What follows belongs to an exercise in optimizing a design on an open flow for small area and a short achievable clock period; a production flow would make more cautious choices.
Function was checked by simulation only, so behaviour that the tests miss may differ from the original.
Power is estimated from default activity; no workload was simulated.

## flow/design.v (module list and top-level ports; edited modules follow where they fit)
// module simd_vector_mac: 4421 lines
module simd_vector_mac (
    input clk,
    input rst_n,
    input valid_i,
    input start_i,
    input last_i,
    input [63:0] A,
    input [63:0] B,
    output vector_mac_valid_o,
    output [37:0] vector_mac_data_o
);
  // ...
==> flow/flow/run.sh <==
#!/bin/bash
# Standard layout, with one netlist step between synthesis and floorplan: bubble2.py chooses the
# polarity of the full-adder cells, fa(~a,~b,~c) = ~fa(a,b,c), and of gates that have a
# complemented twin, so that the netlist needs fewer inverters. Registers are not touched.
set -euo pipefail
R=$PWD/orfs/results/$FLOW_PLATFORM/simd_vector_mac/base
LIB=$FLOW_HOME/platforms/$FLOW_PLATFORM/lib/sky130_fd_sc_hd__tt_025C_1v80.lib
bash standard.sh "$R/1_2_yosys.v" > synth.log 2>&1
cp "$R/1_2_yosys.v" "$PWD/1_2_yosys_standard.v"
python3 flow/bubble2.py "$LIB" "$PWD/1_2_yosys_standard.v" "$R/1_2_yosys.v" > bubble.log 2>&1
bash standard.sh finish > layout.log 2>&1
==> flow/flow/bubble2.py <==
#!/usr/bin/env python3
"""Choose the polarity of every full-adder cell in a flat sky130hd Yosys netlist so that the
netlist needs as few inverters as possible, then rebuild its inverters.

A full adder with all three inputs complemented gives both outputs complemented:
fa(~a, ~b, ~c) = (~sum, ~cout). Synthesis maps many adders in the inverted form and puts an
inverter on adder inputs and outputs. Here every inverter is taken out, each signal is traced to
its source with the parity of the inverters on the way, each adder gets a polarity (0: as it is,
1: all its pins complemented) from a local search, and one inverter is put back for each signal
that some pin needs complemented. Registers, ports and all other cells keep their function and
names; the netlist's function is unchanged.

Gates that have a complemented twin with the same inputs (nand2 and and2, o21ai and o21a, ...)
may also be swapped for their twin where that saves area, so that a signal can be had in either
polarity without an inverter.

usage: bubble2.py LIB IN.v OUT.v
"""
import random, re, sys

libtxt = open(sys.argv[1]).read()
LIB = {}
for m in re.finditer(r'cell\s*\(\s*"?(sky130_fd_sc_hd__\w+)"?\s*\)\s*\{', libtxt):
    nxt = libtxt.find("cell (", m.end())
    seg = libtxt[m.end(): nxt if nxt > 0 else len(libtxt)]
    area = float(re.search(r"area\s*:\s*([0-9.]+)", seg).group(1))
    pins = re.findall(r'pin\s*\(\s*"?(\w+)"?\s*\)\s*\{\s*[^}]*?direction\s*:\s*"?(\w+)"?', seg, re.S)
    LIB[m.group(1)] = (area, {p for p, d in pins if d == "input"}, [p for p, d in pins if d == "output"])
PAIRS = """and2 nand2 and3 nand3 and4 nand4 or2 nor2 or3 nor3 or4 nor4 xor2 xnor2 xor3 xnor3
and2b nand2b and3b nand3b and4b nand4b and4bb nand4bb or2b nor2b or3b nor3b or4b nor4b or4bb nor4bb
a21o a21oi a211o a211oi a2111o a2111oi a21bo a21boi a22o a22oi a221o a221oi a2bb2o a2bb2oi
a311o a311oi a31o a31oi a32o a32oi a41o a41oi o21a o21ai o211a o211ai o2111a o2111ai o21ba o21bai
o221a o221ai o22a o22ai o2bb2a o2bb2ai o311a o311ai o31a o31ai o32a o32ai o41a o41ai mux2 mux2i""".split()
TWIN = {}
for i in range(0, len(PAIRS), 2):
    TWIN[PAIRS[i]] = PAIRS[i + 1]
    TWIN[PAIRS[i + 1]] = PAIRS[i]
P = "sky130_fd_sc_hd__"


def twin_of(typ):
    """The complemented twin cell of typ (same drive if the library has it), or None."""
    mm = re.match(P + r"(\w+?)_(\d+)$", typ)
    if not mm or mm.group(1) not in TWIN or typ not in LIB:
        return None
    base = P + TWIN[mm.group(1)]
    for size in (mm.group(2), "1", "2", "0", "4"):
        t = f"{base}_{size}"
        if t in LIB and LIB[t][1] == LIB[typ][1] and len(LIB[t][2]) == 1 and len(LIB[typ][2]) == 1:
            return t
    return None


src = open(sys.argv[2]).read()
OUT_PINS = {"Y", "X", "SUM", "COUT", "Q", "Q_N", "HI", "LO"}
FA_IN = ("A", "B", "CIN")
INV = "sky130_fd_sc_hd__inv_1"

m = re.search(r"module\s+(\w+)\s*\((.*?)\);(.*)endmodule", src, re.S)
top, portlist, body = m.group(1), m.group(2), m.group(3)
decls, assigns, cells, order, ports = [], [], {}, [], set()
for st in re.split(r";\s*\n", body):
    s = st.strip()
    if not s:
        continue
    if re.match(r"(input|output|inout|wire)\b", s):
        decls.append(s + " ;")
        mm = re.match(r"(input|output|inout)\s+(\[[^\]]*\]\s*)?(\S+)", s)
        if mm:
            ports.add(mm.group(3))
        continue
    if s.startswith("assign"):
        assigns.append(s + " ;")
        continue
    mm = re.match(r"(\S+)\s+(\S+)\s*\((.*)\)\s*$", s, re.S)
    if not mm:
        raise SystemExit("cannot parse: " + s[:200])
    typ, name, conns = mm.groups()
    pins = {pm.group(1): pm.group(2).strip() for pm in re.finditer(r"\.(\w+)\(([^()]*)\)", conns)}
    cells[name] = [typ, pins]
    order.append(name)
if assigns:
    raise SystemExit("netlist has assign statements; not handled")


def is_port(net):
    return re.sub(r"\[\d+\]$", "", net) in ports


driver = {}
for c in order:
    for p, net in cells[c][1].items():
        if p in OUT_PINS:
            driver[net] = c

# removable inverters: every inverter whose output is not a port
inv = {c for c in order if cells[c][0].startswith(("sky130_fd_sc_hd__inv_", "sky130_fd_sc_hd__clkinv_"))
       and not is_port(cells[c][1]["Y"])}
fas = [c for c in order if cells[c][0].startswith("sky130_fd_sc_hd__fa_")]
fixed = {c for c in fas if any(is_port(cells[c][1][p]) for p in ("SUM", "COUT"))}
flip_ok = [c for c in fas if c not in fixed]


def root(net):
    par = 0
    while net in driver and driver[net] in inv:
        net = cells[driver[net]][1]["A"]
        par ^= 1
    return net, par


# loads: every input pin of a kept cell, as (root, parity)
loads = {}          # root -> list of (cell, pin, parity)
pinroot = {}        # (cell, pin) -> (root, parity)
for c in order:
    if c in inv:
        continue
    for p, net in cells[c][1].items():
        if p in OUT_PINS or net.startswith("1'"):
            continue
        r, q = root(net)
        loads.setdefault(r, []).append((c, p, q))
        pinroot[(c, p)] = (r, q)
# inverter outputs that reach nothing are dropped with the inverter

isfa = set(fas)
twin = {}
for c in order:
    if c in inv or c in isfa:
        continue
    t = twin_of(cells[c][0])
    if t and not any(is_port(n) for p, n in cells[c][1].items() if p in OUT_PINS):
        twin[c] = t
var = flip_ok + list(twin)
pol = {c: 0 for c in var}
INV_AREA = LIB[INV][0]
swap_cost = {c: LIB[t][0] - LIB[cells[c][0]][0] for c, t in twin.items()}


def avail(r):
    return pol.get(driver.get(r), 0)


def need(c, p, q):
    return q ^ (pol[c] if (c in isfa and p in FA_IN and c in pol) else 0)


def cost(r):
    a = avail(r)
    return INV_AREA if any(need(c, p, q) != a for (c, p, q) in loads.get(r, ())) else 0.0


def outs(c):
    return [n for p, n in cells[c][1].items() if p in OUT_PINS]


def touched(f):
    rs = set(outs(f))
    if f in isfa:
        for p in FA_IN:
            if (f, p) in pinroot:
                rs.add(pinroot[(f, p)][0])
    return rs


def own(f):
    return swap_cost.get(f, 0.0) * pol[f]


def total():
    return sum(cost(r) for r in loads) + sum(own(c) for c in twin)


start = total()
best, best_pol = start, dict(pol)
cur = start
rng = random.Random(1)
for it in range(80):
    rng.shuffle(var)
    improved = False
    for f in var:
        rs = touched(f)
        before = sum(cost(r) for r in rs) + own(f)
        pol[f] ^= 1
        after = sum(cost(r) for r in rs) + own(f)
        d = after - before
        if d < -1e-9 or (abs(d) < 1e-9 and rng.random() < 0.3):
            cur += d
            if d < -1e-9:
                improved = True
        else:
            pol[f] ^= 1
    if cur < best - 1e-9:
        best, best_pol = cur, dict(pol)
    if not improved and it > 30:
        break
pol = best_pol
for c, t in twin.items():
    if pol[c]:
        pins = cells[c][1]
        (op,) = [p for p in pins if p in OUT_PINS]
        net = pins.pop(op)
        pins[LIB[t][2][0]] = net
        cells[c][0] = t

# rebuild
newdecl, k = [], [0]
comp = {}


def complement(r):
    if r not in comp:
        k[0] += 1
        nn = f"_bubn{k[0]}_"
        newdecl.append(f"wire {nn};")
        ci = f"_bubinv{k[0]}_"
        cells[ci] = [INV, {"A": r, "Y": nn}]
        order.append(ci)
        comp[r] = nn
    return comp[r]


for c in list(order):
    if c in inv or c not in cells:
        continue
    typ, pins = cells[c]
    for p in list(pins):
        if (c, p) not in pinroot:
            continue
        r, q = pinroot[(c, p)]
        pins[p] = r if need(c, p, q) == avail(r) else complement(r)
for c in inv:
    del cells[c]

n_inv0 = len(inv)
sys.stderr.write(f"bubble2: {len(fas)} adders, {sum(pol[c] for c in flip_ok)} flipped, "
                 f"{sum(pol[c] for c in twin)} of {len(twin)} gates swapped for their twin, "
                 f"inverters {n_inv0} -> {len(comp)} (area cost {start:.1f} -> {best:.1f})\n")

out = [f"module {top}({portlist});"]
out += ["  " + d for d in decls]
out += ["  " + d for d in newdecl]
for name in order:
    if name not in cells:
        continue
    typ, pins = cells[name]
    conn = ",\n".join(f"    .{p}({n}{' ' if n.startswith(chr(92)) else ''})" for p, n in pins.items())
    out.append(f"  {typ} {name} (\n{conn}\n  );")
out.append("endmodule")
open(sys.argv[3], "w").write("\n".join(out) + "\n")
==> flow/standard.sh <==
#!/bin/bash
# synth_recipe.tcl (not shown) runs the flow's synth.tcl, then flattens the netlist and writes it again
# the make line also repeats each setting of config.mk as NAME=value (left out here)
make -C /OpenROAD-flow-scripts/flow DESIGN_CONFIG=/design/flow/config.mk WORK_HOME=/design/flow/orfs CLKGATE_MAP_FILE= SYNTH_SCRIPT=/design/flow/synth_recipe.tcl "${@:-finish}"
==> flow/config.mk <==
export PLATFORM = sky130hd
export DESIGN_NAME = simd_vector_mac
export DESIGN_NICKNAME = simd_vector_mac
export VERILOG_FILES = /design/flow/design.v
export SDC_FILE = /design/flow/constraint.sdc
export NUM_CORES = 4
export LEC_CHECK = 0
export CAP_MARGIN = 20
export CORE_MARGIN = 2
export CORE_UTILIZATION = 40
export SETUP_SLACK_MARGIN = 2.2
export SLEW_MARGIN = 20
==> flow/constraint.sdc <==
create_clock -name core_clock -period 4.5 [get_ports {clk}]
set_input_delay 0.9000 -clock core_clock [delete_from_list [all_inputs] [get_ports {clk}]]
set_output_delay 0.9000 -clock core_clock [all_outputs]
set_load 0.01 [all_outputs]
==> flow_summary.json, run 1 <==
{
  "status": "timing/DRC/antenna clean",
  "period_needed_ps": 2760,
  "slew_headroom_pct": 47.2,
  "cts.sinks": 578,
  "insertion_delay_ps": 670,
  "start_util_pct": 40.3,
  "met3_length_um": 19700,
  "numCtsBuffers": 60,
  "cts_post_setup_buffers_inserted": 332,
  "final_common_cell": "dfxtp_1",
  "critPathBufInv": 5,
  "nWellTaps": 1512,
  "final_cell_mix": "dfxtp_1, nand2_1, buf_4",
  "syn-instance-count": 5356,
  "whs_ps": 327,
  "intPower_mw": 18.7,
  "syn_nets": 6118,
  "final_nets": 6565,
  "placed_area_mm2": 0.0507,
  "fmax_mhz": 362,
  "seq_share_pct": 17.4,
  "power_leader": "combinational logic",
  "r2r_cells": 12,
  "place_ws_ps": 400,
  "postLayoutCoreUtil_pct": 58.6,
  "hold_buffers": 0,
  "dp_cells": 6682,
  "power.total_mw": 32.2
}
==> run 2, diff against run 1 <==
--- a/flow/design.v
+++ b/flow/design.v
@@ -1876,123 +1876,16 @@
     wire s1587;
     wire c1588;
     wire s1589;
     wire c1590;
     wire s1591;
     wire c1592;
     wire s1593;
     wire c1594;
-    logic t5_0;
-    logic t5_1;
-    logic t5_2;
-    logic t5_3;
-    logic t5_4;
-    logic t5_5;
-    logic t5_6;
-    logic t5_7;
-    logic t5_8;
-    logic t5_9;
-    logic t5_10;
-    logic t5_11;
-    logic t5_12;
-    logic t5_13;
-    logic t5_14;
-    logic t5_15;
-    logic t5_16;
-    logic t5_17;
-    logic t5_18;
-    logic t5_19;
-    logic t5_20;
-    logic t5_21;
-    logic t5_22;
-    logic t5_23;
-    logic t5_24;
-    logic t5_25;
-    logic t5_26;
-    logic t5_27;
-    logic t5_28;
-    logic t5_29;
-    logic t5_30;
-    logic t5_31;
-    logic t5_32;
-    logic t5_33;
-    logic t5_34;
-    logic t5_35;
-    logic t5_36;
-    logic t5_37;
-    logic t5_38;
-    logic t5_39;
-    logic t5_40;
-    logic t5_41;
-    logic t5_42;
-    logic t5_43;
-    logic t5_44;
-    logic t5_45;
-    logic t5_46;
-    logic t5_47;
-    logic t5_48;
-    logic t5_49;
-    logic t5_50;
-    logic t5_51;
-    logic t5_52;
-    logic t5_53;
-    logic t5_54;
-    logic t5_55;
-    logic t5_56;
-    logic t5_57;
-    logic t5_58;
-    logic t5_59;
-    logic t5_60;
-    logic t5_61;
-    logic t5_62;
-    logic t5_63;
-    logic t5_64;
-    logic t5_65;
-    logic t5_66;
-    logic t5_67;
-    logic t5_68;
-    logic t5_69;
-    logic t5_70;
-    logic t5_71;
-    logic t5_72;
-    logic t5_73;
-    logic t5_74;
-    logic t5_75;
-    logic t5_76;
-    logic t5_77;
-    logic t5_78;
-    logic t5_79;
-    logic t5_80;
-    logic t5_81;
-    logic t5_82;
-    logic t5_83;
-    logic t5_84;
-    logic t5_85;
-    logic t5_86;
-    logic t5_87;
-    logic t5_88;
-    logic t5_89;
-    logic t5_90;
-    logic t5_91;
-    logic t5_92;
-    logic t5_93;
-    logic t5_94;
-    logic t5_95;
-    logic t5_96;
-    logic t5_97;
-    logic t5_98;
-    logic t5_99;
-    logic t5_100;
-    logic t5_101;
-    logic t5_102;
-    logic t5_103;
-    logic t5_104;
-    logic t5_105;
-    logic t5_106;
     wire s1595;
     wire c1596;
     wire s1597;
     wire c1598;
     wire s1599;
     wire c1600;
     wire s1601;
     wire c1602;
@@ -2031,16 +1924,104 @@
     wire s1635;
     wire c1636;
     wire s1637;
     wire c1638;
     wire s1639;
     wire c1640;
     wire s1641;
     wire c1642;
+    logic t6_0;
+    logic t6_1;
+    logic t6_2;
+    logic t6_3;
+    logic t6_4;
+    logic t6_5;
+    logic t6_6;
+    logic t6_7;
+    logic t6_8;
+    logic t6_9;
+    logic t6_10;
+    logic t6_11;
+    logic t6_12;
+    logic t6_13;
+    logic t6_14;
+    logic t6_15;
+    logic t6_16;
+    logic t6_17;
+    logic t6_18;
+    logic t6_19;
+    logic t6_20;
+    logic t6_21;
+    logic t6_22;
+    logic t6_23;
+    logic t6_24;
+    logic t6_25;
+    logic t6_26;
+    logic t6_27;
+    logic t6_28;
+    logic t6_29;
+    logic t6_30;
+    logic t6_31;
+    logic t6_32;
+    logic t6_33;
+    logic t6_34;
+    logic t6_35;
+    logic t6_36;
+    logic t6_37;
+    logic t6_38;
+    logic t6_39;
+    logic t6_40;
+    logic t6_41;
+    logic t6_42;
+    logic t6_43;
+    logic t6_44;
+    logic t6_45;
+    logic t6_46;
+    logic t6_47;
+    logic t6_48;
+    logic t6_49;
+    logic t6_50;
+    logic t6_51;
+    logic t6_52;
+    logic t6_53;
+    logic t6_54;
+    logic t6_55;
+    logic t6_56;
+    logic t6_57;
+    logic t6_58;
+    logic t6_59;
+    logic t6_60;
+    logic t6_61;
+    logic t6_62;
+    logic t6_63;
+    logic t6_64;
+    logic t6_65;
+    logic t6_66;
+    logic t6_67;
+    logic t6_68;
+    logic t6_69;
+    logic t6_70;
+    logic t6_71;
+    logic t6_72;
+    logic t6_73;
+    logic t6_74;
+    logic t6_75;
+    logic t6_76;
+    logic t6_77;
+    logic t6_78;
+    logic t6_79;
+    logic t6_80;
+    logic t6_81;
+    logic t6_82;
+    logic t6_83;
+    logic t6_84;
+    logic t6_85;
+    logic t6_86;
+    logic t6_87;
     wire s1643;
     wire c1644;
     wire s1645;
     wire c1646;
     wire s1647;
     wire c1648;
     wire s1649;
     wire c1650;
@@ -2069,87 +2050,16 @@
     wire s1673;
     wire c1674;
     wire s1675;
     wire c1676;
     wire s1677;
     wire c1678;
     wire s1679;
     wire c1680;
-    logic t8_0;
-    logic t8_1;
-    logic t8_2;
-    logic t8_3;
-    logic t8_4;
-    logic t8_5;
-    logic t8_6;
-    logic t8_7;
-    logic t8_8;
-    logic t8_9;
-    logic t8_10;
-    logic t8_11;
-    logic t8_12;
-    logic t8_13;
-    logic t8_14;
-    logic t8_15;
-    logic t8_16;
-    logic t8_17;
-    logic t8_18;
-    logic t8_19;
-    logic t8_20;
-    logic t8_21;
-    logic t8_22;
-    logic t8_23;
-    logic t8_24;
-    logic t8_25;
-    logic t8_26;
-    logic t8_27;
-    logic t8_28;
-    logic t8_29;
-    logic t8_30;
-    logic t8_31;
-    logic t8_32;
-    logic t8_33;
-    logic t8_34;
-    logic t8_35;
-    logic t8_36;
-    logic t8_37;
-    logic t8_38;
-    logic t8_39;
-    logic t8_40;
-    logic t8_41;
-    logic t8_42;
-    logic t8_43;
-    logic t8_44;
-    logic t8_45;
-    logic t8_46;
-    logic t8_47;
-    logic t8_48;
-    logic t8_49;
-    logic t8_50;
-    logic t8_51;
-    logic t8_52;
-    logic t8_53;
-    logic t8_54;
-    logic t8_55;
-    logic t8_56;
-    logic t8_57;
-    logic t8_58;
-    logic t8_59;
-    logic t8_60;
-    logic t8_61;
-    logic t8_62;
-    logic t8_63;
-    logic t8_64;
-    logic t8_65;
-    logic t8_66;
-    logic t8_67;
-    logic t8_68;
-    logic t8_69;
-    logic t8_70;
     wire s1681;
     wire c1682;
     wire s1683;
     wire c1684;
     wire s1685;
     wire c1686;
     wire s1687;
     wire c1688;
@@ -3779,165 +3689,165 @@
     assign s1587 = s1513 ^ c1400 ^ c1402;
     assign c1588 = (s1513 & c1400) | (s1513 & c1402) | (c1400 & c1402);
     assign s1589 = s1515 ^ c1404 ^ c1406;
     assign c1590 = (s1515 & c1404) | (s1515 & c1406) | (c1404 & c1406);
     assign s1591 = s1517 ^ c1408 ^ c1516;
     assign c1592 = (s1517 & c1408) | (s1517 & c1516) | (c1408 & c1516);
     assign s1593 = s1519 ^ c1410 ^ c1518;
     assign c1594 = (s1519 & c1410) | (s1519 & c1518) | (c1410 & c1518);
-    assign s1595 = t5_5 ^ t5_6 ^ t5_7;
-    assign c1596 = (t5_5 & t5_6) | (t5_5 & t5_7) | (t5_6 & t5_7);
-    assign s1597 = t5_14 ^ t5_15 ^ t5_16;
-    assign c1598 = (t5_14 & t5_15) | (t5_14 & t5_16) | (t5_15 & t5_16);
-    assign s1599 = t5_18 ^ t5_19 ^ t5_20;
-    assign c1600 = (t5_18 & t5_19) | (t5_18 & t5_20) | (t5_19 & t5_20);
-    assign s1601 = t5_21 ^ t5_22 ^ t5_23;
-    assign c1602 = (t5_21 & t5_22) | (t5_21 & t5_23) | (t5_22 & t5_23);
-    assign s1603 = t5_24 ^ t5_25 ^ t5_26;
-    assign c1604 = (t5_24 & t5_25) | (t5_24 & t5_26) | (t5_25 & t5_26);
-    assign s1605 = t5_29 ^ t5_30 ^ t5_31;
-    assign c1606 = (t5_29 & t5_30) | (t5_29 & t5_31) | (t5_30 & t5_31);
-    assign s1607 = t5_33 ^ t5_34 ^ t5_35;
-    assign c1608 = (t5_33 & t5_34) | (t5_33 & t5_35) | (t5_34 & t5_35);
-    assign s1609 = t5_37 ^ t5_38 ^ t5_39;
-    assign c1610 = (t5_37 & t5_38) | (t5_37 & t5_39) | (t5_38 & t5_39);
-    assign s1611 = t5_41 ^ t5_42 ^ t5_43;
-    assign c1612 = (t5_41 & t5_42) | (t5_41 & t5_43) | (t5_42 & t5_43);
-    assign s1613 = t5_45 ^ t5_46 ^ t5_47;
-    assign c1614 = (t5_45 & t5_46) | (t5_45 & t5_47) | (t5_46 & t5_47);
-    assign s1615 = t5_48 ^ t5_49 ^ t5_50;
-    assign c1616 = (t5_48 & t5_49) | (t5_48 & t5_50) | (t5_49 & t5_50);
-    assign s1617 = t5_51 ^ t5_52 ^ t5_53;
-    assign c1618 = (t5_51 & t5_52) | (t5_51 & t5_53) | (t5_52 & t5_53);
-    assign s1619 = t5_56 ^ t5_57 ^ t5_58;
-    assign c1620 = (t5_56 & t5_57) | (t5_56 & t5_58) | (t5_57 & t5_58);
-    assign s1621 = t5_59 ^ t5_60 ^ t5_61;
-    assign c1622 = (t5_59 & t5_60) | (t5_59 & t5_61) | (t5_60 & t5_61);
-    assign s1623 = t5_62 ^ t5_63 ^ t5_64;
-    assign c1624 = (t5_62 & t5_63) | (t5_62 & t5_64) | (t5_63 & t5_64);
-    assign s1625 = t5_67 ^ t5_68 ^ t5_69;
-    assign c1626 = (t5_67 & t5_68) | (t5_67 & t5_69) | (t5_68 & t5_69);
-    assign s1627 = t5_71 ^ t5_72 ^ t5_73;
-    assign c1628 = (t5_71 & t5_72) | (t5_71 & t5_73) | (t5_72 & t5_73);
-    assign s1629 = t5_75 ^ t5_76 ^ t5_77;
-    assign c1630 = (t5_75 & t5_76) | (t5_75 & t5_77) | (t5_76 & t5_77);
-    assign s1631 = t5_80 ^ t5_81 ^ t5_82;
-    assign c1632 = (t5_80 & t5_81) | (t5_80 & t5_82) | (t5_81 & t5_82);
-    assign s1633 = t5_84 ^ t5_85 ^ t5_86;
-    assign c1634 = (t5_84 & t5_85) | (t5_84 & t5_86) | (t5_85 & t5_86);
-    assign s1635 = t5_87 ^ t5_88 ^ t5_89;
-    assign c1636 = (t5_87 & t5_88) | (t5_87 & t5_89) | (t5_88 & t5_89);
-    assign s1637 = t5_90 ^ t5_91 ^ t5_92;
-    assign c1638 = (t5_90 & t5_91) | (t5_90 & t5_92) | (t5_91 & t5_92);
-    assign s1639 = t5_94 ^ t5_95 ^ t5_96;
-    assign c1640 = (t5_94 & t5_95) | (t5_94 & t5_96) | (t5_95 & t5_96);
-    assign s1641 = t5_101 ^ t5_102 ^ t5_103;
-    assign c1642 = (t5_101 & t5_102) | (t5_101 & t5_103) | (t5_102 & t5_103);
-    assign s1643 = t5_8 ^ t5_9 ^ c1596;
-    assign c1644 = (t5_8 & t5_9) | (t5_8 & c1596) | (t5_9 & c1596);
-    assign s1645 = s1603 ^ t5_27 ^ t5_28;
-    assign c1646 = (s1603 & t5_27) | (s1603 & t5_28) | (t5_27 & t5_28);
-    assign s1647 = s1605 ^ t5_32 ^ c1604;
-    assign c1648 = (s1605 & t5_32) | (s1605 & c1604) | (t5_32 & c1604);
-    assign s1649 = s1607 ^ t5_36 ^ c1606;
-    assign c1650 = (s1607 & t5_36) | (s1607 & c1606) | (t5_36 & c1606);
-    assign s1651 = s1609 ^ t5_40 ^ c1608;
-    assign c1652 = (s1609 & t5_40) | (s1609 & c1608) | (t5_40 & c1608);
-    assign s1653 = s1611 ^ t5_44 ^ c1610;
-    assign c1654 = (s1611 & t5_44) | (s1611 & c1610) | (t5_44 & c1610);
-    assign s1655 = s1613 ^ s1615 ^ c1612;
-    assign c1656 = (s1613 & s1615) | (s1613 & c1612) | (s1615 & c1612);
-    assign s1657 = s1617 ^ t5_54 ^ t5_55;
-    assign c1658 = (s1617 & t5_54) | (s1617 & t5_55) | (t5_54 & t5_55);
-    assign s1659 = s1619 ^ s1621 ^ c1618;
-    assign c1660 = (s1619 & s1621) | (s1619 & c1618) | (s1621 & c1618);
-    assign s1661 = s1623 ^ t5_65 ^ t5_66;
-    assign c1662 = (s1623 & t5_65) | (s1623 & t5_66) | (t5_65 & t5_66);
-    assign s1663 = s1625 ^ t5_70 ^ c1624;
-    assign c1664 = (s1625 & t5_70) | (s1625 & c1624) | (t5_70 & c1624);
-    assign s1665 = s1627 ^ t5_74 ^ c1626;
-    assign c1666 = (s1627 & t5_74) | (s1627 & c1626) | (t5_74 & c1626);
-    assign s1667 = s1629 ^ t5_78 ^ t5_79;
-    assign c1668 = (s1629 & t5_78) | (s1629 & t5_79) | (t5_78 & t5_79);
-    assign s1669 = s1631 ^ t5_83 ^ c1630;
-    assign c1670 = (s1631 & t5_83) | (s1631 & c1630) | (t5_83 & c1630);
-    assign s1671 = s1637 ^ t5_93 ^ c1636;
-    assign c1672 = (s1637 & t5_93) | (s1637 & c1636) | (t5_93 & c1636);
-    assign s1673 = t5_97 ^ t5_98 ^ c1640;
-    assign c1674 = (t5_97 & t5_98) | (t5_97 & c1640) | (t5_98 & c1640);
-    assign s1675 = t5_104 ^ t5_105 ^ c1642;
-    assign c1676 = (t5_104 & t5_105) | (t5_104 & c1642) | (t5_105 & c1642);
-    assign s1677 = s1657 ^ c1614;
-    assign c1678 = s1657 & c1614;
-    assign s1679 = s1661 ^ c1620;
-    assign c1680 = s1661 & c1620;
-    assign s1681 = t8_7 ^ t8_8;
-    assign c1682 = t8_7 & t8_8;
-    assign s1683 = t8_10 ^ t8_11;
-    assign c1684 = t8_10 & t8_11;
-    assign s1685 = t8_12 ^ t8_13;
-    assign c1686 = t8_12 & t8_13;
-    assign s1687 = t8_14 ^ t8_15;
-    assign c1688 = t8_14 & t8_15;
-    assign s1689 = t8_16 ^ t8_17;
-    assign c1690 = t8_16 & t8_17;
-    assign s1691 = t8_18 ^ t8_19;
-    assign c1692 = t8_18 & t8_19;
-    assign s1693 = t8_20 ^ t8_21;
-    assign c1694 = t8_20 & t8_21;
-    assign s1695 = t8_22 ^ t8_23;
-    assign c1696 = t8_22 & t8_23;
-    assign s1697 = t8_24 ^ t8_25;
-    assign c1698 = t8_24 & t8_25;
-    assign s1699 = t8_26 ^ t8_27;
-    assign c1700 = t8_26 & t8_27;
-    assign s1701 = t8_28 ^ t8_29;
-    assign c1702 = t8_28 & t8_29;
-    assign s1703 = t8_30 ^ t8_31 ^ t8_32;
-    assign c1704 = (t8_30 & t8_31) | (t8_30 & t8_32) | (t8_31 & t8_32);
-    assign s1705 = t8_33 ^ t8_34 ^ t8_35;
-    assign c1706 = (t8_33 & t8_34) | (t8_33 & t8_35) | (t8_34 & t8_35);
-    assign s1707 = t8_36 ^ t8_37 ^ t8_38;
-    assign c1708 = (t8_36 & t8_37) | (t8_36 & t8_38) | (t8_37 & t8_38);
-    assign s1709 = t8_39 ^ t8_40 ^ t8_41;
-    assign c1710 = (t8_39 & t8_40) | (t8_39 & t8_41) | (t8_40 & t8_41);
-    assign s1711 = t8_42 ^ t8_43;
-    assign c1712 = t8_42 & t8_43;
-    assign s1713 = t8_44 ^ t8_45 ^ t8_46;
-    assign c1714 = (t8_44 & t8_45) | (t8_44 & t8_46) | (t8_45 & t8_46);
-    assign s1715 = t8_47 ^ t8_48;
-    assign c1716 = t8_47 & t8_48;
-    assign s1717 = t8_49 ^ t8_50 ^ t8_51;
-    assign c1718 = (t8_49 & t8_50) | (t8_49 & t8_51) | (t8_50 & t8_51);
-    assign s1719 = t8_52 ^ t8_53;
-    assign c1720 = t8_52 & t8_53;
-    assign s1721 = t8_55 ^ t8_56;
-    assign c1722 = t8_55 & t8_56;
-    assign s1723 = t8_59 ^ t8_60;
-    assign c1724 = t8_59 & t8_60;
-    wire [37:0] row0 = {t8_70, t8_69, t8_68, t8_67, t8_66, t8_64, t8_63, t8_62, s1723, t8_58, s1721, t8_54, s1719, s1717, s1715, s1713, s1711, s1709, s1707, s1705, s1703, s1701, s1699, s1697, s1695, s1693, s1691, s1689, s1687, s1685, s1683, s1681, t8_6, t8_5, t8_4, t8_3, t8_2, t8_0};
-    wire [37:0] row1 = {1'b0, 1'b0, 1'b0, 1'b0, 1'b0, t8_65, 1'b0, c1724, t8_61, c1722, t8_57, c1720, c1718, c1716, c1714, c1712, c1710, c1708, c1706, c1704, c1702, c1700, c1698, c1696, c1694, c1692, c1690, c1688, c1686, c1684, c1682, t8_9, 1'b0, 1'b0, 1'b0, 1'b0, 1'b0, t8_1};
-    logic [3:0] v_p, s_p, l_p;
-    logic [3:0] clr;   
+    assign s1595 = s1419 ^ c1418 ^ c1524;
+    assign c1596 = (s1419 & c1418) | (s1419 & c1524) | (c1418 & c1524);
+    assign s1597 = s1531 ^ c1426 ^ c1428;
+    assign c1598 = (s1531 & c1426) | (s1531 & c1428) | (c1426 & c1428);
+    assign s1599 = s1533 ^ c1430 ^ c1532;
+    assign c1600 = (s1533 & c1430) | (s1533 & c1532) | (c1430 & c1532);
+    assign s1601 = s1535 ^ s1537 ^ c1534;
+    assign c1602 = (s1535 & s1537) | (s1535 & c1534) | (s1537 & c1534);
+    assign s1603 = s1539 ^ c1436 ^ c1438;
+    assign c1604 = (s1539 & c1436) | (s1539 & c1438) | (c1436 & c1438);
+    assign s1605 = s1541 ^ c1440 ^ c1442;
+    assign c1606 = (s1541 & c1440) | (s1541 & c1442) | (c1440 & c1442);
+    assign s1607 = s1543 ^ s1545 ^ c1448;
+    assign c1608 = (s1543 & s1545) | (s1543 & c1448) | (s1545 & c1448);
+    assign s1609 = s1547 ^ s1549 ^ c1544;
+    assign c1610 = (s1547 & s1549) | (s1547 & c1544) | (s1549 & c1544);
+    assign s1611 = s1551 ^ s1553 ^ c1548;
+    assign c1612 = (s1551 & s1553) | (s1551 & c1548) | (s1553 & c1548);
+    assign s1613 = s1555 ^ s1557 ^ c1464;
+    assign c1614 = (s1555 & s1557) | (s1555 & c1464) | (s1557 & c1464);
+    assign s1615 = c1466 ^ c1552 ^ c1554;
+    assign c1616 = (c1466 & c1552) | (c1466 & c1554) | (c1552 & c1554);
+    assign s1617 = s1559 ^ s1561 ^ c1472;
+    assign c1618 = (s1559 & s1561) | (s1559 & c1472) | (s1561 & c1472);
+    assign s1619 = s1563 ^ s1565 ^ c1476;
+    assign c1620 = (s1563 & s1565) | (s1563 & c1476) | (s1565 & c1476);
+    assign s1621 = c1478 ^ c1560 ^ c1562;
+    assign c1622 = (c1478 & c1560) | (c1478 & c1562) | (c1560 & c1562);
+    assign s1623 = s1567 ^ s1569 ^ c1484;
+    assign c1624 = (s1567 & s1569) | (s1567 & c1484) | (s1569 & c1484);
+    assign s1625 = s1571 ^ s1573 ^ c1568;
+    assign c1626 = (s1571 & s1573) | (s1571 & c1568) | (s1573 & c1568);
+    assign s1627 = s1575 ^ s1577 ^ c1572;
+    assign c1628 = (s1575 & s1577) | (s1575 & c1572) | (s1577 & c1572);
+    assign s1629 = s1579 ^ c1494 ^ c1496;
+    assign c1630 = (s1579 & c1494) | (s1579 & c1496) | (c1494 & c1496);
+    assign s1631 = s1581 ^ c1498 ^ c1500;
+    assign c1632 = (s1581 & c1498) | (s1581 & c1500) | (c1498 & c1500);
+    assign s1633 = s1583 ^ c1504 ^ c1582;
+    assign c1634 = (s1583 & c1504) | (s1583 & c1582) | (c1504 & c1582);
+    assign s1635 = s1585 ^ c1508 ^ c1584;
+    assign c1636 = (s1585 & c1508) | (s1585 & c1584) | (c1508 & c1584);
+    assign s1637 = s1587 ^ c1510 ^ c1512;
+    assign c1638 = (s1587 & c1510) | (s1587 & c1512) | (c1510 & c1512);
+    assign s1639 = s1589 ^ c1514 ^ c1588;
+    assign c1640 = (s1589 & c1514) | (s1589 & c1588) | (c1514 & c1588);
+    assign s1641 = s1521 ^ c1520 ^ c1594;
+    assign c1642 = (s1521 & c1520) | (s1521 & c1594) | (c1520 & c1594);
+    assign s1643 = t6_6 ^ t6_7 ^ t6_8;
+    assign c1644 = (t6_6 & t6_7) | (t6_6 & t6_8) | (t6_7 & t6_8);
+    assign s1645 = t6_19 ^ t6_20 ^ t6_21;
+    assign c1646 = (t6_19 & t6_20) | (t6_19 & t6_21) | (t6_20 & t6_21);
+    assign s1647 = t6_23 ^ t6_24 ^ t6_25;
+    assign c1648 = (t6_23 & t6_24) | (t6_23 & t6_25) | (t6_24 & t6_25);
+    assign s1649 = t6_26 ^ t6_27 ^ t6_28;
+    assign c1650 = (t6_26 & t6_27) | (t6_26 & t6_28) | (t6_27 & t6_28);
+    assign s1651 = t6_29 ^ t6_30 ^ t6_31;
+    assign c1652 = (t6_29 & t6_30) | (t6_29 & t6_31) | (t6_30 & t6_31);
+    assign s1653 = t6_32 ^ t6_33 ^ t6_34;
+    assign c1654 = (t6_32 & t6_33) | (t6_32 & t6_34) | (t6_33 & t6_34);
+    assign s1655 = t6_35 ^ t6_36 ^ t6_37;
+    assign c1656 = (t6_35 & t6_36) | (t6_35 & t6_37) | (t6_36 & t6_37);
+    assign s1657 = t6_38 ^ t6_39 ^ t6_40;
+    assign c1658 = (t6_38 & t6_39) | (t6_38 & t6_40) | (t6_39 & t6_40);
+    assign s1659 = t6_43 ^ t6_44 ^ t6_45;
+    assign c1660 = (t6_43 & t6_44) | (t6_43 & t6_45) | (t6_44 & t6_45);
+    assign s1661 = t6_46 ^ t6_47 ^ t6_48;
+    assign c1662 = (t6_46 & t6_47) | (t6_46 & t6_48) | (t6_47 & t6_48);
+    assign s1663 = t6_51 ^ t6_52 ^ t6_53;
+    assign c1664 = (t6_51 & t6_52) | (t6_51 & t6_53) | (t6_52 & t6_53);
+    assign s1665 = t6_54 ^ t6_55 ^ t6_56;
+    assign c1666 = (t6_54 & t6_55) | (t6_54 & t6_56) | (t6_55 & t6_56);
+    assign s1667 = t6_57 ^ t6_58 ^ t6_59;
+    assign c1668 = (t6_57 & t6_58) | (t6_57 & t6_59) | (t6_58 & t6_59);
+    assign s1669 = t6_61 ^ t6_62 ^ t6_63;
+    assign c1670 = (t6_61 & t6_62) | (t6_61 & t6_63) | (t6_62 & t6_63);
+    assign s1671 = t6_68 ^ t6_69 ^ t6_70;
+    assign c1672 = (t6_68 & t6_69) | (t6_68 & t6_70) | (t6_69 & t6_70);
+    assign s1673 = t6_73 ^ t6_74 ^ t6_75;
+    assign c1674 = (t6_73 & t6_74) | (t6_73 & t6_75) | (t6_74 & t6_75);
+    assign s1675 = t6_79 ^ t6_80 ^ t6_81;
+    assign c1676 = (t6_79 & t6_80) | (t6_79 & t6_81) | (t6_80 & t6_81);
+    assign s1677 = s1657 ^ t6_41;
+    assign c1678 = s1657 & t6_41;
+    assign s1679 = s1661 ^ t6_49;
+    assign c1680 = s1661 & t6_49;
+    assign s1681 = t6_9 ^ t6_10;
+    assign c1682 = t6_9 & t6_10;
+    assign s1683 = t6_11 ^ t6_12;
+    assign c1684 = t6_11 & t6_12;
+    assign s1685 = t6_13 ^ t6_14;
+    assign c1686 = t6_13 & t6_14;
+    assign s1687 = t6_15 ^ t6_16;
+    assign c1688 = t6_15 & t6_16;
+    assign s1689 = t6_17 ^ t6_18;
+    assign c1690 = t6_17 & t6_18;
+    assign s1691 = s1645 ^ t6_22;
+    assign c1692 = s1645 & t6_22;
+    assign s1693 = s1647 ^ c1646;
+    assign c1694 = s1647 & c1646;
+    assign s1695 = s1649 ^ c1648;
+    assign c1696 = s1649 & c1648;
+    assign s1697 = s1651 ^ c1650;
+    assign c1698 = s1651 & c1650;
+    assign s1699 = s1653 ^ c1652;
+    assign c1700 = s1653 & c1652;
+    assign s1701 = s1655 ^ c1654;
+    assign c1702 = s1655 & c1654;
+    assign s1703 = s1677 ^ t6_42 ^ c1656;
+    assign c1704 = (s1677 & t6_42) | (s1677 & c1656) | (t6_42 & c1656);
+    assign s1705 = s1659 ^ c1658 ^ c1678;
+    assign c1706 = (s1659 & c1658) | (s1659 & c1678) | (c1658 & c1678);
+    assign s1707 = s1679 ^ t6_50 ^ c1660;
+    assign c1708 = (s1679 & t6_50) | (s1679 & c1660) | (t6_50 & c1660);
+    assign s1709 = s1663 ^ c1662 ^ c1680;
+    assign c1710 = (s1663 & c1662) | (s1663 & c1680) | (c1662 & c1680);
+    assign s1711 = s1665 ^ c1664;
+    assign c1712 = s1665 & c1664;
+    assign s1713 = s1667 ^ t6_60 ^ c1666;
+    assign c1714 = (s1667 & t6_60) | (s1667 & c1666) | (t6_60 & c1666);
+    assign s1715 = s1669 ^ c1668;
+    assign c1716 = s1669 & c1668;
+    assign s1717 = t6_64 ^ t6_65 ^ c1670;
+    assign c1718 = (t6_64 & t6_65) | (t6_64 & c1670) | (t6_65 & c1670);
+    assign s1719 = t6_66 ^ t6_67;
+    assign c1720 = t6_66 & t6_67;
+    assign s1721 = t6_71 ^ t6_72;
+    assign c1722 = t6_71 & t6_72;
+    assign s1723 = t6_76 ^ t6_77;
+    assign c1724 = t6_76 & t6_77;
+    wire [37:0] row0 = {t6_87, t6_86, t6_85, t6_84, t6_83, t6_82, s1675, t6_78, s1723, s1673, s1721, s1671, s1719, s1717, s1715, s1713, s1711, s1709, s1707, s1705, s1703, s1701, s1699, s1697, s1695, s1693, s1691, s1689, s1687, s1685, s1683, s1681, s1643, t6_5, t6_4, t6_3, t6_2, t6_0};
+    wire [37:0] row1 = {1'b0, 1'b0, 1'b0, 1'b0, 1'b0, c1676, 1'b0, c1724, c1674, c1722, c1672, c1720, c1718, c1716, c1714, c1712, c1710, c1708, c1706, c1704, c1702, c1700, c1698, c1696, c1694, c1692, c1690, c1688, c1686, c1684, c1682, c1644, 1'b0, 1'b0, 1'b0, 1'b0, 1'b0, t6_1};
+    logic [2:0] v_p, s_p, l_p;
+    logic [2:0] clr;   
     assign v_p[0] = valid_i;
     assign s_p[0] = valid_i & start_i;
     assign l_p[0] = valid_i & last_i;
     assign clr[0] = 1'b0;
     always_ff @(posedge clk or negedge rst_n)
         if (!rst_n) begin
-            v_p[3:1] <= '0;
-            s_p[3:1] <= '0;
-            l_p[3:1] <= '0;
-            clr[3:1] <= '1;
+            v_p[2:1] <= '0;
+            s_p[2:1] <= '0;
+            l_p[2:1] <= '0;
+            clr[2:1] <= '1;
         end else begin
-            v_p[3:1] <= v_p[2:0];
-            s_p[3:1] <= s_p[2:0];
-            l_p[3:1] <= l_p[2:0];
-            clr[3:1] <= clr[2:0];
+            v_p[2:1] <= v_p[1:0];
+            s_p[2:1] <= s_p[1:0];
+            l_p[2:1] <= l_p[1:0];
+            clr[2:1] <= clr[1:0];
         end
     always_ff @(posedge clk) begin
         t2_0 <= s1007;
         t2_1 <= B[49];
         t2_2 <= s1009;
         t2_3 <= c644;
         t2_4 <= c1008;
         t2_5 <= s1011;
@@ -4208,197 +4118,107 @@
         t2_270 <= c1000;
         t2_271 <= c1002;
         t2_272 <= c1244;
         t2_273 <= c1246;
         t2_274 <= s1249;
         t2_275 <= c1248;
         t2_276 <= c1006;
         t2_277 <= c1250;
-        t5_0 <= t2_0;
-        t5_1 <= t2_1;
-        t5_2 <= s1251;
-        t5_3 <= s1415;
-        t5_4 <= s1523;
-        t5_5 <= s1419;
-        t5_6 <= c1418;
-        t5_7 <= c1524;
-        t5_8 <= s1525;
-        t5_9 <= c1420;
-        t5_10 <= s1527;
-        t5_11 <= c1526;
-        t5_12 <= s1529;
-        t5_13 <= c1528;
-        t5_14 <= s1531;
-        t5_15 <= c1426;
-        t5_16 <= c1428;
-        t5_17 <= c1530;
-        t5_18 <= s1533;
-        t5_19 <= c1430;
-        t5_20 <= c1532;
-        t5_21 <= s1535;
-        t5_22 <= s1537;
-        t5_23 <= c1534;
-        t5_24 <= s1539;
-        t5_25 <= c1436;
-        t5_26 <= c1438;
-        t5_27 <= c1536;
-        t5_28 <= c1538;
-        t5_29 <= s1541;
-        t5_30 <= c1440;
-        t5_31 <= c1442;
-        t5_32 <= c1540;
-        t5_33 <= s1543;
-        t5_34 <= s1545;
-        t5_35 <= c1448;
-        t5_36 <= c1542;
-        t5_37 <= s1547;
-        t5_38 <= s1549;
-        t5_39 <= c1544;
-        t5_40 <= c1546;
-        t5_41 <= s1551;
-        t5_42 <= s1553;
-        t5_43 <= c1548;
-        t5_44 <= c1550;
-        t5_45 <= s1555;
-        t5_46 <= s1557;
-        t5_47 <= c1464;
-        t5_48 <= c1466;
-        t5_49 <= c1552;
-        t5_50 <= c1554;
-        t5_51 <= s1559;
-        t5_52 <= s1561;
-        t5_53 <= c1472;
-        t5_54 <= c1556;
-        t5_55 <= c1558;
-        t5_56 <= s1563;
-        t5_57 <= s1565;
-        t5_58 <= c1476;
-        t5_59 <= c1478;
-        t5_60 <= c1560;
-        t5_61 <= c1562;
-        t5_62 <= s1567;
-        t5_63 <= s1569;
-        t5_64 <= c1484;
-        t5_65 <= c1564;
-        t5_66 <= c1566;
-        t5_67 <= s1571;
-        t5_68 <= s1573;
-        t5_69 <= c1568;
-        t5_70 <= c1570;
-        t5_71 <= s1575;
-        t5_72 <= s1577;
-        t5_73 <= c1572;
-        t5_74 <= c1574;
-        t5_75 <= s1579;
-        t5_76 <= c1494;
-        t5_77 <= c1496;
-        t5_78 <= c1576;
-        t5_79 <= c1578;
-        t5_80 <= s1581;
-        t5_81 <= c1498;
-        t5_82 <= c1500;
-        t5_83 <= c1580;
-        t5_84 <= s1583;
-        t5_85 <= c1504;
-        t5_86 <= c1582;
-        t5_87 <= s1585;
-        t5_88 <= c1508;
-        t5_89 <= c1584;
-        t5_90 <= s1587;
-        t5_91 <= c1510;
-        t5_92 <= c1512;
-        t5_93 <= c1586;
-        t5_94 <= s1589;
-        t5_95 <= c1514;
-        t5_96 <= c1588;
-        t5_97 <= s1591;
-        t5_98 <= c1590;
-        t5_99 <= s1593;
-        t5_100 <= c1592;
-        t5_101 <= s1521;
-        t5_102 <= c1520;
-        t5_103 <= c1594;
-        t5_104 <= s1413;
-        t5_105 <= c1522;
-        t5_106 <= c1414;
-        t8_0 <= t5_0 & v_p[2];
-        t8_1 <= t5_1 & v_p[2];
-        t8_2 <= t5_2 & v_p[2];
-        t8_3 <= t5_3 & v_p[2];
-        t8_4 <= t5_4 & v_p[2];
-        t8_5 <= s1595 & v_p[2];
-        t8_6 <= s1643 & v_p[2];
-        t8_7 <= t5_10 & v_p[2];
-        t8_8 <= t5_11 & v_p[2];
-        t8_9 <= c1644 & v_p[2];
-        t8_10 <= t5_12 & v_p[2];
-        t8_11 <= t5_13 & v_p[2];
-        t8_12 <= s1597 & v_p[2];
-        t8_13 <= t5_17 & v_p[2];
-        t8_14 <= s1599 & v_p[2];
-        t8_15 <= c1598 & v_p[2];
-        t8_16 <= s1601 & v_p[2];
-        t8_17 <= c1600 & v_p[2];
-        t8_18 <= s1645 & v_p[2];
-        t8_19 <= c1602 & v_p[2];
-        t8_20 <= s1647 & v_p[2];
-        t8_21 <= c1646 & v_p[2];
-        t8_22 <= s1649 & v_p[2];
-        t8_23 <= c1648 & v_p[2];
-        t8_24 <= s1651 & v_p[2];
-        t8_25 <= c1650 & v_p[2];
-        t8_26 <= s1653 & v_p[2];
-        t8_27 <= c1652 & v_p[2];
-        t8_28 <= s1655 & v_p[2];
-        t8_29 <= c1654 & v_p[2];
-        t8_30 <= s1677 & v_p[2];
-        t8_31 <= c1616 & v_p[2];
-        t8_32 <= c1656 & v_p[2];
-        t8_33 <= s1659 & v_p[2];
-        t8_34 <= c1658 & v_p[2];
-        t8_35 <= c1678 & v_p[2];
-        t8_36 <= s1679 & v_p[2];
-        t8_37 <= c1622 & v_p[2];
-        t8_38 <= c1660 & v_p[2];
-        t8_39 <= s1663 & v_p[2];
-        t8_40 <= c1662 & v_p[2];
-        t8_41 <= c1680 & v_p[2];
-        t8_42 <= s1665 & v_p[2];
-        t8_43 <= c1664 & v_p[2];
-        t8_44 <= s1667 & v_p[2];
-        t8_45 <= c1628 & v_p[2];
-        t8_46 <= c1666 & v_p[2];
-        t8_47 <= s1669 & v_p[2];
-        t8_48 <= c1668 & v_p[2];
-        t8_49 <= s1633 & v_p[2];
-        t8_50 <= c1632 & v_p[2];
-        t8_51 <= c1670 & v_p[2];
-        t8_52 <= s1635 & v_p[2];
-        t8_53 <= c1634 & v_p[2];
-        t8_54 <= s1671 & v_p[2];
-        t8_55 <= s1639 & v_p[2];
-        t8_56 <= c1638 & v_p[2];
-        t8_57 <= c1672 & v_p[2];
-        t8_58 <= s1673 & v_p[2];
-        t8_59 <= t5_99 & v_p[2];
-        t8_60 <= t5_100 & v_p[2];
-        t8_61 <= c1674 & v_p[2];
-        t8_62 <= s1641 & v_p[2];
-        t8_63 <= s1675 & v_p[2];
-        t8_64 <= t5_106 & v_p[2];
-        t8_65 <= c1676 & v_p[2];
-        t8_66 <= v_p[2];
-        t8_67 <= v_p[2];
-        t8_68 <= v_p[2];
-        t8_69 <= v_p[2];
-        t8_70 <= v_p[2];
+        t6_0 <= t2_0 & v_p[1];
+        t6_1 <= t2_1 & v_p[1];
+        t6_2 <= s1251 & v_p[1];
+        t6_3 <= s1415 & v_p[1];
+        t6_4 <= s1523 & v_p[1];
+        t6_5 <= s1595 & v_p[1];
+        t6_6 <= s1525 & v_p[1];
+        t6_7 <= c1420 & v_p[1];
+        t6_8 <= c1596 & v_p[1];
+        t6_9 <= s1527 & v_p[1];
+        t6_10 <= c1526 & v_p[1];
+        t6_11 <= s1529 & v_p[1];
+        t6_12 <= c1528 & v_p[1];
+        t6_13 <= s1597 & v_p[1];
+        t6_14 <= c1530 & v_p[1];
+        t6_15 <= s1599 & v_p[1];
+        t6_16 <= c1598 & v_p[1];
+        t6_17 <= s1601 & v_p[1];
+        t6_18 <= c1600 & v_p[1];
+        t6_19 <= s1603 & v_p[1];
+        t6_20 <= c1536 & v_p[1];
+        t6_21 <= c1538 & v_p[1];
+        t6_22 <= c1602 & v_p[1];
+        t6_23 <= s1605 & v_p[1];
+        t6_24 <= c1540 & v_p[1];
+        t6_25 <= c1604 & v_p[1];
+        t6_26 <= s1607 & v_p[1];
+        t6_27 <= c1542 & v_p[1];
+        t6_28 <= c1606 & v_p[1];
+        t6_29 <= s1609 & v_p[1];
+        t6_30 <= c1546 & v_p[1];
+        t6_31 <= c1608 & v_p[1];
+        t6_32 <= s1611 & v_p[1];
+        t6_33 <= c1550 & v_p[1];
+        t6_34 <= c1610 & v_p[1];
+        t6_35 <= s1613 & v_p[1];
+        t6_36 <= s1615 & v_p[1];
+        t6_37 <= c1612 & v_p[1];
+        t6_38 <= s1617 & v_p[1];
+        t6_39 <= c1556 & v_p[1];
+        t6_40 <= c1558 & v_p[1];
+        t6_41 <= c1614 & v_p[1];
+        t6_42 <= c1616 & v_p[1];
+        t6_43 <= s1619 & v_p[1];
+        t6_44 <= s1621 & v_p[1];
+        t6_45 <= c1618 & v_p[1];
+        t6_46 <= s1623 & v_p[1];
+        t6_47 <= c1564 & v_p[1];
+        t6_48 <= c1566 & v_p[1];
+        t6_49 <= c1620 & v_p[1];
+        t6_50 <= c1622 & v_p[1];
+        t6_51 <= s1625 & v_p[1];
+        t6_52 <= c1570 & v_p[1];
+        t6_53 <= c1624 & v_p[1];
+        t6_54 <= s1627 & v_p[1];
+        t6_55 <= c1574 & v_p[1];
+        t6_56 <= c1626 & v_p[1];
+        t6_57 <= s1629 & v_p[1];
+        t6_58 <= c1576 & v_p[1];
+        t6_59 <= c1578 & v_p[1];
+        t6_60 <= c1628 & v_p[1];
+        t6_61 <= s1631 & v_p[1];
+        t6_62 <= c1580 & v_p[1];
+        t6_63 <= c1630 & v_p[1];
+        t6_64 <= s1633 & v_p[1];
+        t6_65 <= c1632 & v_p[1];
+        t6_66 <= s1635 & v_p[1];
+        t6_67 <= c1634 & v_p[1];
+        t6_68 <= s1637 & v_p[1];
+        t6_69 <= c1586 & v_p[1];
+        t6_70 <= c1636 & v_p[1];
+        t6_71 <= s1639 & v_p[1];
+        t6_72 <= c1638 & v_p[1];
+        t6_73 <= s1591 & v_p[1];
+        t6_74 <= c1590 & v_p[1];
+        t6_75 <= c1640 & v_p[1];
+        t6_76 <= s1593 & v_p[1];
+        t6_77 <= c1592 & v_p[1];
+        t6_78 <= s1641 & v_p[1];
+        t6_79 <= s1413 & v_p[1];
+        t6_80 <= c1522 & v_p[1];
+        t6_81 <= c1642 & v_p[1];
+        t6_82 <= c1414 & v_p[1];
+        t6_83 <= v_p[1];
+        t6_84 <= v_p[1];
+        t6_85 <= v_p[1];
+        t6_86 <= v_p[1];
+        t6_87 <= v_p[1];
     end
     logic [37:0] acc_s, acc_c;
-    wire          acc_zero = s_p[3] | clr[3];
+    wire          acc_zero = s_p[2] | clr[2];
     wire [37:0] as_g = acc_zero ? '0 : acc_s;
     wire [37:0] ac_g = acc_zero ? '0 : acc_c;
     wire [37:0] x_s = as_g ^ ac_g ^ row0;
     wire [37:0] x_c = ((as_g & ac_g) | (as_g & row0) | (ac_g & row0)) << 1;
     wire [37:0] y_s = x_s ^ x_c ^ row1;
     wire [37:0] y_c = ((x_s & x_c) | (x_s & row1) | (x_c & row1)) << 1;
     always_ff @(posedge clk) begin
         acc_s <= y_s;
@@ -4406,16 +4226,16 @@
     end
     logic [37:0] res_d;
     logic res_v, out_v;
     always_ff @(posedge clk or negedge rst_n)
         if (!rst_n) begin
             res_v <= 1'b0;
             out_v <= 1'b0;
         end else begin
-            res_v <= l_p[3];
+            res_v <= l_p[2];
             out_v <= res_v;
         end
     always_ff @(posedge clk)
         res_d <= acc_s + acc_c;
     assign vector_mac_valid_o = out_v;
     assign vector_mac_data_o = res_d;
 endmodule
==> flow/config.mk (replaced) <==
export PLATFORM = sky130hd
export DESIGN_NAME = simd_vector_mac
export DESIGN_NICKNAME = simd_vector_mac
export VERILOG_FILES = /design/flow/design.v
export SDC_FILE = /design/flow/constraint.sdc
export NUM_CORES = 4
export LEC_CHECK = 0
export CAP_MARGIN = 20
export CORE_MARGIN = 2
export CORE_UTILIZATION = 40
export SETUP_SLACK_MARGIN = 1.8
export SLEW_MARGIN = 20
==> flow_summary.json, run 2 <==
{
  "status": "timing/DRC/antenna clean",
  "critPathLaunch": "t6_46",
  "met3_usage_pct": 3.72,
  "hold_buffers": 0,
  "p_leak_nw": 22.0,
  "r2r_cells": 5,
  "slew_headroom_pct": 44.5,
  "drt_wl_total_um": 172000,
  "syn-instance-count": 5639,
  "insertion_delay_ps": 620,
  "place_congestion": 0.977,
  "slowest_stage": "fa_1",
  "root_buffer": "clkbuf_16",
  "tightest_slew_ps": 823,
  "grtUsageMet1_pct": 38.7,
  "num_antenna_cells": 0,
  "clock_skew_ps": 16.8,
  "hp-start": "l_p[2]",
  "setup-tns-final_ps": 0,
  "cts_tree": "built",
  "drt_iter0_markers": 5255,
  "reg2reg_slack_ps": 1790,
  "final_common_cell": "nand2_1",
  "hold_path_depth": 0,
  "min_period_over_period_pct": 60.1,
  "power.total_mw": 33.9,
  "drive_above_1_share_pct": 18.7,
  "yosys_warnings": 1,
  "final_nets": 6355,
  "dpl.hpwl_um": 127000,
  "period_needed_ps": 2710,
  "numCtsBuffers": 52,
  "core_area_mm2": 0.113,
  "slew_viol_final": 0,
  "grt_usage_pct": 28.4,
  "cellPowerDensity_mw_per_mm2": 621,
  "required_ps": 4990,
  "critPathMaxFanout": 1,
  "wl_per_cell_um": 24.2,
  "fp.dieW_um": 341,
  "setup_violations": 0,
  "ioPinCount": 172,
  "synth_area_per_cell_um2": 8.06,
  "critPathMaxStageDelay_ps": 570,
  "cts.sinks": 484,
  "worstSetupPathType": "flop to flop",
  "htreeDepth": 2,
  "gr-total-overflow": 0,
  "syn_area_mm2": 0.0455,
  "regToRegEndpoint": "acc_s[19]",
  "antenna_found_initial": 2,
  "drc": 0,
  "drv_cap": 0,
  "start_util_pct": 40.4,
  "die_y_um": 341,
  "worstHoldEndpoint": "res_v",
  "r2r_start": "t6_46",
  "area_growth_pct": 20.0,
  "vias_per_cell": 5.84,
  "crit_path_end_kind": "flop",
  "dr.pass1.iters": 6,
  "fmax_mhz": 370,
  "finalHoldViolCount": 0,
  "rsz0062_at_grt": "yes",
  "via_count": 41700,
  "worstPathCellList": "fa_1 > ha_1 > fa_2 > fa_1 > fa_1",
  "grt_max_degree": 85,
  "grt_pass1_wl_um": 250000,
  "met2_usage_pct": 46.0,
  "reg_top3": "acc_s: 38 flops, res_d: 38 flops, acc_c: 37 flops",
  "ant_nets": 0,
  "cp-start-kind": "flop",
  "grt_pass1_vias": 37700,
  "path_common_cell": "fa_1",
  "ir_drop_v": 0.000552,
  "grt_busiest_layer": "met2",
  "cp.arrival_ps": 3200,
  "final_cell_mix": "nand2_1, a21oi_1, fa_1",
  "clock_path_buffers": 3,
  "syn_nets": 6401,
  "dieArea_mm2": 0.116,
  "clkTransAtPathRegs_ps": 60,
  "port_buffers": 171,
  "hold_path_class": "flop to flop",
  "row_count": 123
}
## run 2: cell count changes in the layout (fill, tap and decap cells not counted), moves of 84 or more
cell / delta
inv_1: +123
a21oi_1: +94
maj3_1: +84
nand2_1: +228
fa_1: +97
buf_6: -97
buf_4: -199
o21ai_0: +187
buf_12: -90
a21oi_2: -116
dfxtp_1: -108
fa_2: -97
## run 2: through the flow
step           setup WS, ps  area, µm²  util (%)  hold WS [ps]  cells
5_1_grt                1720      54600      48.4           359   7135
2_1_floorplan          1470      47800         -           323   5639
4_1_cts                1770      53600      47.6           348   7099
6_report               1790      54600      48.4           348   7135
3_3_place_gp            495      49300      43.7           337   6932
3_5_place_dp            455      49300      43.7           335   6932
## run 2: cell type report
cell class | instances | area [µm²]
fillers | 10700 | 58100
multi-input cells | 4224 | 34200
flip-flops and latches | 484 | 9780
repair buffers | 511 | 5680
well taps | 1500 | 1880
clock buffers | 69 | 1490
inverters | 319 | 1250
clock inverters | 27 | 349
repair inverters | 1 | 5.00
## run 2: power by group
| part | total [mW] | internal (mW) | switching, mW |
|---|---|---|---|
| logic | 21.4 | 9.43 | 12.0 |
| registers | 7.86 | 6.33 | 1.53 |
| clock network | 4.60 | 2.70 | 1.90 |
## run 2: worst max-delay path: cells and delay by family, from the launching register on
kind	cells	cell delay [ps]
fa+ha+maj	5	2260
flops	1	320
## run 2: worst max-delay path by stage
stage	endpoint	slack, ps
floorplan	t2_237	1470
global placement	t2_21	500
detailed placement	t2_21	460
CTS	t2_124	1770
global route	acc_s[19]	1720
finish	acc_s[19]	1790
## run 2: what timing repair did
action,in CTS,in global routing
resized for setup,571,300
pin swaps,44,50
setup endpoints to repair,255,158
buffers inserted,42,24
gates cloned,29,12
## run 2: metal layers
layer	wire length, µm	share of wire, %
met1	70000	41
met2	79500	46
met3	14400	8.4
met4	8460	4.9
met5	23	0.013
==> run 3, diff against run 2 <==
--- a/flow/flow/bubble2.py
+++ b/flow/flow/bubble2.py
@@ -173,6 +173,47 @@
 
 start = total()
-best, best_pol = start, dict(pol)
-cur = start
+# Seed the search: adders joined sum/carry to input want p_g = p_f ^ parity; set them by a
+# breadth-first walk over those joins, then try each connected group in both polarities.
+adj = {f: [] for f in flip_ok}
+for r, ls in loads.items():
+    f = driver.get(r)
+    if f not in adj:
+        continue
+    for (g, p, q) in ls:
+        if g in adj and p in FA_IN and g != f:
+            adj[f].append((g, q))
+            adj[g].append((f, q))
+seen = set()
+groups = []
+for s0 in flip_ok:
+    if s0 in seen:
+        continue
+    seen.add(s0)
+    comp_l = [s0]
+    pol[s0] = 0
+    queue = [s0]
+    while queue:
+        f = queue.pop()
+        for g, q in adj[f]:
+            if g not in seen:
+                seen.add(g)
+                pol[g] = pol[f] ^ q
+                comp_l.append(g)
+                queue.append(g)
+    groups.append(comp_l)
+seeded = total()
+for comp_l in groups:
+    before = total()
+    for f in comp_l:
+        pol[f] ^= 1
+    if total() >= before:
+        for f in comp_l:
+            pol[f] ^= 1
+if total() > start:
+    for f in flip_ok:
+        pol[f] = 0
+start_seeded = total()
+best, best_pol = start_seeded, dict(pol)
+cur = start_seeded
 rng = random.Random(1)
 for it in range(80):
@@ -236,5 +277,6 @@
 sys.stderr.write(f"bubble2: {len(fas)} adders, {sum(pol[c] for c in flip_ok)} flipped, "
                  f"{sum(pol[c] for c in twin)} of {len(twin)} gates swapped for their twin, "
-                 f"inverters {n_inv0} -> {len(comp)} (area cost {start:.1f} -> {best:.1f})\n")
+                 f"inverters {n_inv0} -> {len(comp)} (area cost {start:.1f}, seeded {start_seeded:.1f}, "
+                 f"{len(groups)} groups, final {best:.1f})\n")
 
 out = [f"module {top}({portlist});"]
--- a/flow/config.mk
+++ b/flow/config.mk
@@ -6,4 +6,5 @@
 export NUM_CORES = 4
 export LEC_CHECK = 0
+export ABC_AREA = 1
 export CAP_MARGIN = 20
 export CORE_MARGIN = 2
==> flow_summary.json, run 3 <==
{
  "drc": 0,
  "cp.arrival_ps": 3300,
  "slew_viol_final": 0,
  "gr-total-overflow": 0,
  "via_count": 28600,
  "dp_cells": 4865,
  "slew_headroom_pct": 40.3,
  "drive_above_1_share_pct": 29.0,
  "wl_per_cell_um": 25.2,
  "fp.dieW_um": 304,
  "ant_nets": 0,
  "dr.pass1.iters": 5,
  "place_congestion": 0.941,
  "slowest_stage": "fa_2",
  "reg2reg_slack_ps": 1770,
  "place_ws_ps": 136,
  "die_y_um": 304,
  "p_leak_nw": 20.3,
  "syn_area_mm2": 0.0360,
  "start_util_pct": 40.2,
  "switchingPower_mw": 17.7,
  "syn-instance-count": 3629,
  "crit_path_end_kind": "flop",
  "vias_per_cell": 5.43,
  "grt_usage_pct": 28.2,
  "regToRegEndpoint": "t6_61",
  "core_area_mm2": 0.0896,
  "synth_area_per_cell_um2": 9.93,
  "port_buffers": 171,
  "ir_drop_v": 0.000737,
  "cp-start-kind": "input pin",
  "p_clk_share_pct": 12.9,
  "dpl.hpwl_um": 98900,
  "dieArea_mm2": 0.0925,
  "grt_pass1_vias": 29000,
  "row_count": 110,
  "grt_max_degree": 54,
  "hold_path_class": "flop to flop",
  "intPower_mw": 20.1,
  "area_growth_pct": 32.2,
  "cts.sinks": 484,
  "yosys_warnings": 1,
  "finalHoldViolCount": 0,
  "placed_area_mm2": 0.0403,
  "critPathMaxFanout": 10,
  "final_common_cell": "dfxtp_1",
  "drv_cap": 0,
  "tightest_slew_ps": 886,
  "worstSetupPathType": "input pin to flop",
  "drt_iter0_markers": 2832,
  "r2r_cells": 6,
  "clock_path_buffers": 3,
  "drt_wl_total_um": 133000,
  "switching_share_pct": 46.8,
  "critPathMaxStageDelay_ps": 600,
  "worstPathCellList": "clkdlybuf4s50_1 > clkinvlp_4 > buf_12 > o22ai_1 > xnor2_1 > fa_1 > fa_2",
  "syn_nets": 4391,
  "final_area_mm2": 0.0476,
  "min_period_over_period_pct": 60.8,
  "p_comb_share_pct": 66.0,
  "cts_tree": "built",
  "fin_ws_ps": 1760,
  "p_seq_share_pct": 21.1,
  "r2r_start": "t2_226",
  "numCtsBuffers": 55,
  "ioPinCount": 172,
  "antenna_found_initial": 5,
  "hp-start": "s_p[1]",
  "status": "timing/DRC/antenna clean",
  "fmax_mhz": 366,
  "crit_family": "adder cells",
  "hold_path_depth": 0,
  "setup-tns-final_ps": 0,
  "required_ps": 5060,
  "htreeDepth": 2,
  "final_nets": 4805,
  "setup_violations": 0,
  "period_needed_ps": 2740,
  "worstHoldEndpoint": "s_p[2]",
  "clock_skew_ps": 22.3,
  "insertion_delay_ps": 620,
  "root_buffer": "clkbuf_16",
  "grt_pass1_wl_um": 192000,
  "cellPowerDensity_mw_per_mm2": 794,
  "reg_top3": "acc_s: 38 flops, res_d: 38 flops, acc_c: 37 flops",
  "critPathBufInv": 3,
  "rsz0062_at_grt": "yes",
  "clkTransAtPathRegs_ps": 60,
  "final_cell_mix": "dfxtp_1, fa_1, inv_1",
  "final_cells": 5267
}
run 3: per-stage QoR:
step / util, % / power (mW) / hold WS [ps]
after floorplan: - / 21.8 / 331
after global placement: 44.9 / 31.0 / 334
after detailed placement: 44.9 / 31.4 / 336
after CTS: 51.5 / 37.0 / 354
after global routing: 53.2 / 40.8 / 360
final: 53.2 / 37.8 / 349
run 3: how the worst max path moves through the flow:
stage | depth (start not counted) | from | to | slack (ps)
global placement | 8 | B[13] | t2_252 | 150
detailed placement | 8 | B[13] | t2_252 | 140
CTS | 7 | A[22] | t2_32 | 1750
floorplan | 11 | B[39] | t2_195 | 1520
finish | 7 | A[3] | t2_168 | 1760
global route | 7 | A[34] | t2_97 | 1720
run 3: worst reg2reg max path, cell delays in order (launching register included):
cell,delay [ps]
dfxtp_1,480
fa_1,470
fa_1,520
fa_2,440
fa_2,600
inv_1,60
nor2_1,80
run 3: cell type report:
| cell class | instances | area (µm²) |
|---|---|---|
| timing repair inverter | 4 | 27.5 |
| timing repair buffer | 538 | 5410 |
| tap | 1176 | 1470 |
| clock buffer | 64 | 1460 |
| inverter | 429 | 1950 |
| clock inverter | 40 | 527 |
| multi-input combinational | 2531 | 27000 |
| sequential | 484 | 9770 |
| antenna | 1 | 2.50 |
| fill | 7843 | 42000 |
run 3: metal layers:
layer | track usage (%) | vias up | part of all wire [%]
met3 | 5.50 | 419 | 9.1
li1 | - | 12500 | -
met4 | 16.9 | 2 | 7.7
met2 | 44.6 | 1646 | 45
met1 | 35.9 | 14100 | 38
met5 | 0 | - | 0.0090
run 3: power by group through the flow:
stage / combinational [mW] / sequential [mW] / clock (mW)
finish: 25.0 / 7.96 / 4.88
global route: 27.6 / 8.10 / 5.12
floorplan: 14.4 / 7.38 / 0
CTS: 24.1 / 7.96 / 4.95
global placement: 22.9 / 8.02 / 0
detailed placement: 23.4 / 8.03 / 0
run 3: what timing repair did:
item,CTS,global route
resized for setup,424,260
gates cloned,18,6
pin swaps,143,165
hold buffers,0,0
setup buffers,232,41
endpoints found under the setup margin,288,126

port drivers added, routing unchanged:
The flow's constraints put no driver on any port. The routed layouts listed below were extracted and timed again, unchanged, in two steps. Step 1 sets driving cells, clkbuf_16 on the clock port and buf_2 on the other inputs (assumed; they add their load-dependent delay and slew). Step 2, shift: input delay + t, output delay - t, t = (earliest + latest rising clock arrival at the registers) / 2. This alone moves slack from input paths to output paths. a / b / c = ideal ports / drivers / drivers and shift; a / b = the first two.
run	t (ns)	setup slack, ns	worst register clock-pin slew, ns	cell pins on the clock port's net
run 1	0.716	1.739 / 1.728 / 1.012	0.07 / 0.07	1
run 2	0.675	1.795 / 1.795 / 1.161	0.07 / 0.07	1
run 3	0.674	1.764 / 1.774 / 1.128	0.07 / 0.07	1
After both steps setup and hold are still met in every run listed. The setup slack of run 1, which loses most, moves by -0.011 ns with the drivers and by -0.727 ns with both steps.
